What follows belongs to an exercise in optimizing a design on an open flow for a short achievable clock period and few clock cycles; a production flow would make more cautious choices.
Only simulation tests tie the RTL to the original design; equivalence was not proved.
Power figures rest on the tool's default switching activity, not on a simulated workload.

build 97:
Design CPU, start of the top module:
module CPU(
    input i_clk,
    input i_reset_n,
    output [15:0] o_pc,
    input [31:0] i_instruction,
    output [15:0] o_address,
    output o_rw,
    output [31:0] o_data,
    input [31:0] i_data
);
wire        f_lw, f_sw, f_alu, f_sub, f_we;
wire [3:0]  f_rd, f_rs1, f_rs2;
wire [15:0] f_imm_lw, f_imm_sw;
Decoder decoder(
    .i_ir(i_instruction),
    .o_lw(f_lw), .o_sw(f_sw), .o_alu(f_alu), .o_sub(f_sub), .o_we(f_we),
    .o_rd(f_rd), .o_rs1(f_rs1), .o_rs2(f_rs2), .o_imm_lw(f_imm_lw), .o_imm_sw(f_imm_sw)
);
reg [13:0]  r_pc;                    
reg [13:0]  r_pc_next;               
reg         d_lw, d_sw, d_alu, d_sub, d_we;
reg [3:0]   d_rd, d_rs1, d_rs2;
reg         d_w1, d_w2;
reg         d_v1, d_v2;
reg [15:0]  d_imm_lw, d_imm_sw;
always @(posedge i_clk or negedge i_reset_n)
begin
    if (!i_reset_n) begin
        r_pc <= 0;
        r_pc_next <= 1;
        d_lw <= 0;
        d_sw <= 0;
        d_alu <= 0;
        d_sub <= 0;
        d_we <= 0;
    end
    else begin
        r_pc <= r_pc_next;
        r_pc_next <= r_pc_next + 14'd1;
        d_lw <= f_lw;
        d_sw <= f_sw;
        d_alu <= f_alu;
        d_sub <= f_sub;
        d_we <= f_we;
    end
end
always @(posedge i_clk)
begin
    d_rd <= f_rd;
    d_rs1 <= f_rs1;
    d_rs2 <= f_rs2;
    d_imm_lw <= f_imm_lw;
    d_imm_sw <= f_imm_sw;
end
assign o_pc = {r_pc, 2'b00};
reg         e_lw, e_sw, e_sub, e_we;
reg [3:0]   e_rd;
reg [31:0]  e_a, e_b, e_s;           
reg         e_a0, e_a1, e_al, e_a2;
reg         e_s0, e_s1, e_sl, e_s2;
reg         e_b0, e_b1, e_bl, e_b2, e_b1n, e_bln, e_b2n;
reg         x_lw, x_we;
reg [3:0]   x_rd;
reg [15:0]  x_lo;                    
reg [15:0]  x_lo_n;                  
reg         x_c;                     
  ...
Settings: LEC_CHECK=0, ABC_AREA=1, CAP_MARGIN=20, CORE_MARGIN=2, CORE_UTILIZATION=40, CTS_CLUSTER_DIAMETER=80, CTS_CLUSTER_SIZE=30, PLACE_DENSITY=0.6, SETUP_SLACK_MARGIN=3.2, SLEW_MARGIN=20; clock period 5.0 ns.
run.sh (not shown) runs the stock make flow with config.mk's settings and CLKGATE_MAP_FILE= SYNTH_SCRIPT=/design/flow/synth_recipe.tcl, a recipe that flattens the netlist after the stock synthesis.
Testbench counts of build 97, summed over its fixed seeds: cycles 32,608.
The following lists how build 44 was set up differently from build 97:
- CTS_CLUSTER_SIZE: 30 -> 20
- CTS_CLUSTER_DIAMETER: 80 -> 60
Results
Every stage of the flow completed for build 44, and the final layout passed the timing, design-rule and antenna checks.
Summary: with build 97 as the reference, internal power consumption in build 44 moved up by more than 10%.
Relative to build 97, final net count increased by 22 in build 44.
Between build 97 and build 44, the setup slack of the critical path after layout figures differ only marginally.
On required time of the worst setup path, build 97 and build 44 are neck and neck.
Re total number of sequential cells: no difference whatsoever between build 44 and build 97.
Between build 97 and build 44, the sequential fraction of design power is higher for build 97.
There was hardly any difference in global placer's final weighted congestion between build 97 and build 44.
The register area was comparable across build 97 and build 44.
For build 5, these inputs were changed with respect to build 44:
- CTS_CLUSTER_SIZE removed (was 20)
- CTS_CLUSTER_DIAMETER removed (was 60)
--- outcome ---
- Summary of build 5 over build 44: total power saw an increase, number of buffers added by the clock tree synthesis step increased by about 30% relative to the old numbers.
- Of build 44 and build 5, the run reporting the lower final period utilization was build 44.
- Going from build 44 to build 5, the final worst slack was found to have gone down by 0.012 ns.
- Part of the power in the clock network, build 44 and build 5: larger value in build 5
- From build 44 to build 5, cell count along the critical path did not move at all.
- Between build 5 and build 44, the wire length does not differ in any meaningful way.

Starting RTL as in the previous note.
Settings: LEC_CHECK=0, ABC_AREA=1, CAP_MARGIN=20, CORE_MARGIN=2, CORE_UTILIZATION=50, PLACE_DENSITY=0.65, SETUP_SLACK_MARGIN=2.8, SLEW_MARGIN=20; clock period 5.0 ns.
The baseline went through all stages and came out clean.
Testbench counts at the start, summed over its fixed seeds: cycles 32,608.
Then changed:
--- a/flow/config.mk
+++ b/flow/config.mk
@@ -9,6 +9,6 @@
 export CAP_MARGIN = 20
 export CORE_MARGIN = 2
-export CORE_UTILIZATION = 50
-export PLACE_DENSITY = 0.65
-export SETUP_SLACK_MARGIN = 2.8
+export CORE_UTILIZATION = 55
+export PLACE_DENSITY = 0.7
+export SETUP_SLACK_MARGIN = 2.9
 export SLEW_MARGIN = 20
- die area is lower by 9.0%
- clock power grows by 3.2%
- utilization increases by 6.8 points
- synthesized cell count is unchanged

== run 1 ==
CPU again, from the RTL that the note above started with.
Settings: LEC_CHECK=0, ABC_AREA=1, CAP_MARGIN=20, CORE_MARGIN=2, CORE_UTILIZATION=65, PLACE_DENSITY=0.75, SETUP_SLACK_MARGIN=3.2, SLEW_MARGIN=20; clock period 5.0 ns.
Testbench counts of run 1, summed over its fixed seeds: cycles 32,608.
Setup changes, run 1 to run 2
# run 1
export LEC_CHECK = 0
export ABC_AREA = 1
export CAP_MARGIN = 20
export CORE_MARGIN = 2
export CORE_UTILIZATION = 65
export PLACE_DENSITY = 0.75
export SETUP_SLACK_MARGIN = 3.2
export SLEW_MARGIN = 20
create_clock -name core_clock -period 5.0 [get_ports {i_clk}]
# run 2
export LEC_CHECK = 0
export ABC_AREA = 1
export CAP_MARGIN = 20
export CORE_MARGIN = 2
export CORE_UTILIZATION = 55
export PLACE_DENSITY = 0.7
export SETUP_SLACK_MARGIN = 3.0
export SLEW_MARGIN = 20
create_clock -name core_clock -period 5.0 [get_ports {i_clk}]
### Flow results
- Run 2 vs. run 1: worst path arrival time down 1690 ps, final routed wire length divided by cell count down 2.6 µm, global-route wire length before repair down 3.8%, routed length on met2 down 6.4%.
- Category of the most critical setup path: reg2reg -> run 1, reg2out -> run 2
- Cmp run 1 and run 2 / part of the power in the clock network / higher: run 1
- Compared to run 1, run 2 has clock-buffer cell count 2.1% lower.
diff inputs: run 2 => run 3
# run 2
export LEC_CHECK = 0
export ABC_AREA = 1
export CAP_MARGIN = 20
export CORE_MARGIN = 2
export CORE_UTILIZATION = 55
export PLACE_DENSITY = 0.7
export SETUP_SLACK_MARGIN = 3.0
export SLEW_MARGIN = 20
create_clock -name core_clock -period 5.0 [get_ports {i_clk}]
# run 3
export LEC_CHECK = 0
export ABC_AREA = 1
export CAP_MARGIN = 20
export CORE_MARGIN = 2
export CORE_UTILIZATION = 60
export PLACE_DENSITY = 0.7
export SETUP_SLACK_MARGIN = 2.9
export SLEW_MARGIN = 20
create_clock -name core_clock -period 5.0 [get_ports {i_clk}]
[summary]
Power: run 3 > run 2
In the tables for run 3 and run 2, post-layout minimum cycle time reads higher with run 3.
Run comparison: run 2 destination of the critical timing path o_pc[2]; run 3 destination of the critical timing path o_pc[13]
Relative to run 2, cell area has decreased by about 2.7% in run 3.
Of run 3 and run 2, run 3 shows the lower final standard cell count with taps included and fillers excluded, with run 2 above it.

port drivers added, routing unchanged:
The flow's constraints put no driver on any port. The routed layouts listed below were extracted and timed again, unchanged, in two steps.
Step 1 assumes that a clkbuf_16 drives the clock port and a buf_2 every other input.
Step 2, shift: input delay + t, output delay - t, t = (earliest + latest rising clock arrival at the registers) / 2. This alone moves slack from input paths to output paths.
a / b / c = ideal ports / drivers / drivers and shift; a / b = the first two.
run	t, ns	setup WS [ns]	cell pins on the clock port's net
build 97	0.796	2.732 / 2.660 / 2.227	1
build 44	0.803	2.730 / 2.658 / 2.245	1
build 5	0.847	2.717 / 2.641 / 2.292	1
the first run of note 2	0.776	2.778 / 2.713 / 2.045	1
the second run of note 2	0.772	2.790 / 2.727 / 2.187	1
run 1	0.780	2.683 / 2.683 / 2.056	1
run 2	0.781	2.777 / 2.704 / 2.223	1
run 3	0.771	2.763 / 2.689 / 2.169	1
After both steps setup and hold are still met in every run listed. The setup slack of the first run of note 2, which loses most, moves by -0.065 ns with the drivers and by -0.733 ns with both steps.
